This is an optimization exercise on Yosys and OpenROAD, whose aim is small area, not a production implementation.
RTL that was checked went through simulation tests only; none was proved equivalent to the original.

==> flow/design.v (excerpt) <==
module cordic (
  input                clk,
  input                reset,
  input                operands_val,
  input  signed [15:0] x_start,
  input  signed [15:0] y_start,
  input  signed [15:0] angle,
  output signed [15:0] sine,
  output signed [15:0] cosine,
  output               out_valid
);
Size: ~3300 cells after synthesis, ~84 I/O pins.
make LEC_CHECK=0 CAP_MARGIN=0 CORE_MARGIN=2 CORE_UTILIZATION=60 SLEW_MARGIN=0 SYNTH_HIERARCHICAL=1 SYNTH_MINIMUM_KEEP_SIZE=0 finish   # period 5.0 ns
run.sh (not shown) runs the stock make flow with config.mk's settings and CLKGATE_MAP_FILE= SYNTH_SCRIPT=/design/flow/synth_recipe.tcl, a recipe that flattens the netlist after the stock synthesis.
Edit:
- CAP_MARGIN: 0 -> 20
- CORE_UTILIZATION: 60 -> 45
- SLEW_MARGIN: 0 -> 20
After rerunning: The changed run finished with timing, DRC and antenna clean. Die area grows by 33%. Synthesized cell count stays the same. Global-route usage shrinks by 4.9 points.
No run of this note included a check of the RTL's function; only the layout flow was run.

* * *

Another version of the RTL of cordic (not shown whole).
Size in the first run: ~84 I/O pins, about 0.027 sq mm of cells after synthesis.
==> flow/config.mk <==
export PLATFORM = sky130hd
export DESIGN_NAME = cordic
export DESIGN_NICKNAME = cordic
export VERILOG_FILES = /design/flow/design.v
export SDC_FILE = /design/flow/constraint.sdc
export NUM_CORES = 4
export LEC_CHECK = 0
export CAP_MARGIN = 0
export CORE_MARGIN = 2
export CORE_UTILIZATION = 60
export SETUP_SLACK_MARGIN = 0.2
export SLEW_MARGIN = 0
export SYNTH_HIERARCHICAL = 1
export SYNTH_MINIMUM_KEEP_SIZE = 0
==> flow/constraint.sdc <==
create_clock -name core_clock -period 5.0 [get_ports {clk}]
set_input_delay 1.0000 -clock core_clock [delete_from_list [all_inputs] [get_ports {clk}]]
set_output_delay 1.0000 -clock core_clock [all_outputs]
set_load 0.01 [all_outputs]
standard.sh (not shown) runs the stock make flow with config.mk's settings and CLKGATE_MAP_FILE= SYNTH_SCRIPT=/design/flow/synth_recipe.tcl, a recipe that flattens the netlist after the stock synthesis.
==> flow/flow/run.sh <==
#!/bin/bash
# Own layout flow: the standard ORFS flow (standard.sh, including its
# standard synthesis), with two changes to how the layout is built:
#  - the input/output port buffers are sky130_fd_sc_hd__buf_1 cells;
#  - clock tree synthesis inserts no dummy loads and clusters up to 24 sinks.
# ORFS writes each step's full log under orfs/logs/; make's own output goes
# to make.log in this folder.
set -euo pipefail
export BUFFER_PORTS_ARGS="-buffer_cell sky130_fd_sc_hd__buf_1"
export CTS_ARGS="-sink_clustering_enable -repair_clock_nets -dont_use_dummy_load -sink_clustering_size 24 -sink_clustering_max_diameter 100"
bash standard.sh finish > make.log 2>&1
The first run reached the layout checks and failed them: setup timing.
Edit:
==> flow/flow/run.sh (replaced) <==
#!/bin/bash
# Own layout flow: the standard ORFS flow (standard.sh, including its
# standard synthesis), with two changes to how the layout is built:
#  - the input/output port buffers are sky130_fd_sc_hd__buf_1 cells;
#  - clock tree synthesis inserts no dummy loads.
# ORFS writes each step's full log under orfs/logs/; make's own output goes
# to make.log in this folder.
set -euo pipefail
export BUFFER_PORTS_ARGS="-buffer_cell sky130_fd_sc_hd__buf_1"
export CTS_ARGS="-sink_clustering_enable -repair_clock_nets -dont_use_dummy_load"
bash standard.sh finish > make.log 2>&1
SETUP_SLACK_MARGIN = not set   (was 0.2)
After rerunning: The new run reached the layout checks and failed them: setup timing. Setup slack gains 0.036 ns. Wire length went down slightly. Via count goes down slightly. Maximum frequency climbs slightly.

* * *

Another version of the RTL of cordic (not shown whole).
For scale: ~2900 cells after synthesis, about 27000 um^2 of cells after synthesis.
Design cordic, start of the top module:
module cordic (
  input                clk,
  input                reset,
  input                operands_val,
  input  signed [15:0] x_start,
  input  signed [15:0] y_start,
  input  signed [15:0] angle,
  output signed [15:0] sine,
  output signed [15:0] cosine,
  output               out_valid
);
export LEC_CHECK = 0
export CAP_MARGIN = 0
export CORE_MARGIN = 2
export CORE_UTILIZATION = 60
export SLEW_MARGIN = 0
export SYNTH_HIERARCHICAL = 1
export SYNTH_MINIMUM_KEEP_SIZE = 0
create_clock -name core_clock -period 5.0 [get_ports {clk}]
==> flow/flow/run.sh <==
#!/bin/bash
# Own layout flow: the standard ORFS flow (standard.sh, including its
# standard synthesis), with two changes to how the layout is built:
#  - the input/output port buffers are sky130_fd_sc_hd__buf_1 cells;
#  - clock tree synthesis inserts no dummy loads and clusters up to 24 sinks.
# ORFS writes each step's full log under orfs/logs/; make's own output goes
# to make.log in this folder.
set -euo pipefail
export BUFFER_PORTS_ARGS="-buffer_cell sky130_fd_sc_hd__buf_1"
export CTS_ARGS="-sink_clustering_enable -repair_clock_nets -dont_use_dummy_load -sink_clustering_size 24 -sink_clustering_max_diameter 100"
bash standard.sh finish > make.log 2>&1
The starting point went through all stages and came out clean.
Next try:
--- a/flow/flow/run.sh
+++ b/flow/flow/run.sh
@@ -8,4 +8,4 @@
 set -euo pipefail
 export BUFFER_PORTS_ARGS="-buffer_cell sky130_fd_sc_hd__buf_1"
-export CTS_ARGS="-sink_clustering_enable -repair_clock_nets -dont_use_dummy_load -sink_clustering_size 24 -sink_clustering_max_diameter 100"
+export CTS_ARGS="-sink_clustering_enable -repair_clock_nets -dont_use_dummy_load -sink_clustering_size 24 -sink_clustering_max_diameter 100 -buf_list {sky130_fd_sc_hd__clkbuf_8 sky130_fd_sc_hd__clkbuf_16}"
 bash standard.sh finish > make.log 2>&1
Effect: The new run finished with timing, DRC and antenna clean. Area after synthesis stays the same. Critical path depth is unchanged. Non-clock buffer count stays the same. Via count stays the same. Design area is unchanged. Register-to-register slack is about the same.
Next try:
--- a/flow/flow/run.sh
+++ b/flow/flow/run.sh
@@ -8,4 +8,4 @@
 set -euo pipefail
 export BUFFER_PORTS_ARGS="-buffer_cell sky130_fd_sc_hd__buf_1"
-export CTS_ARGS="-sink_clustering_enable -repair_clock_nets -dont_use_dummy_load -sink_clustering_size 24 -sink_clustering_max_diameter 100 -buf_list {sky130_fd_sc_hd__clkbuf_8 sky130_fd_sc_hd__clkbuf_16}"
+export CTS_ARGS="-sink_clustering_enable -repair_clock_nets -dont_use_dummy_load -sink_clustering_size 24 -sink_clustering_max_diameter 100"
 bash standard.sh finish > make.log 2>&1
GPL_TIMING_DRIVEN = 0   (was not set)
=> The new run went through all stages and came out clean; setup slack is worse by 0.055 ns; final cell count came out higher by 2.6%; die area is unchanged; worst hold slack stays flat; cell area came out higher by 3.2%; critical path depth came out higher by 7; area after synthesis does not change.

[static timing again, ports no longer ideal]
In the flow no input, the clock included, has a driving cell. The finished layouts below were timed again as built, in two steps.
Step 1 (the two cells are an assumption about what drives the block):
set clk [get_ports {clk}]
set_driving_cell -lib_cell sky130_fd_sc_hd__clkbuf_16 $clk
set_driving_cell -lib_cell sky130_fd_sc_hd__buf_2 [delete_from_list [all_inputs] $clk]
Step 2 times the ports against the registers' clock, not the clock port: input delays grow and output delays shrink by t, the midpoint of the rising clock arrivals with the driver on.
Slacks: ideal / step 1 / step 2; pairs: ideal / step 1.
run	t, ns	slack for setup (ns)	worst setup path at the end	latest minus earliest clock arrival (ns)	worst register clock-pin slew, ns
the first run of note 1	0.665	0.455 / 0.455 / 0.028	input to register	0.009 / 0.009	0.06 / 0.06
the second run of note 1	0.641	0.546 / 0.502 / -0.057	input to register	0.026 / 0.027	0.06 / 0.06
the first run of note 2	0.593	-0.058 / -0.120 / -0.002	input to register	0.060 / 0.060	0.10 / 0.10
the second run of note 2	0.597	-0.022 / -0.080 / -0.083	input to register	0.051 / 0.051	0.06 / 0.06
the first run of note 3	0.587	0.322 / 0.265 / 0.338	register to register	0.033 / 0.034	0.09 / 0.09
the second run of note 3	0.587	0.322 / 0.265 / 0.338	register to register	0.033 / 0.034	0.09 / 0.09
the third run of note 3	0.595	0.267 / 0.275 / -0.299	input to register	0.031 / 0.030	0.10 / 0.10
With both steps, setup timing fails in the second run of note 1 and the third run of note 3, where it was met with ideal ports. The setup slack of the second run of note 1, which loses most, moves by -0.044 ns with the drivers and by -0.603 ns with both steps.
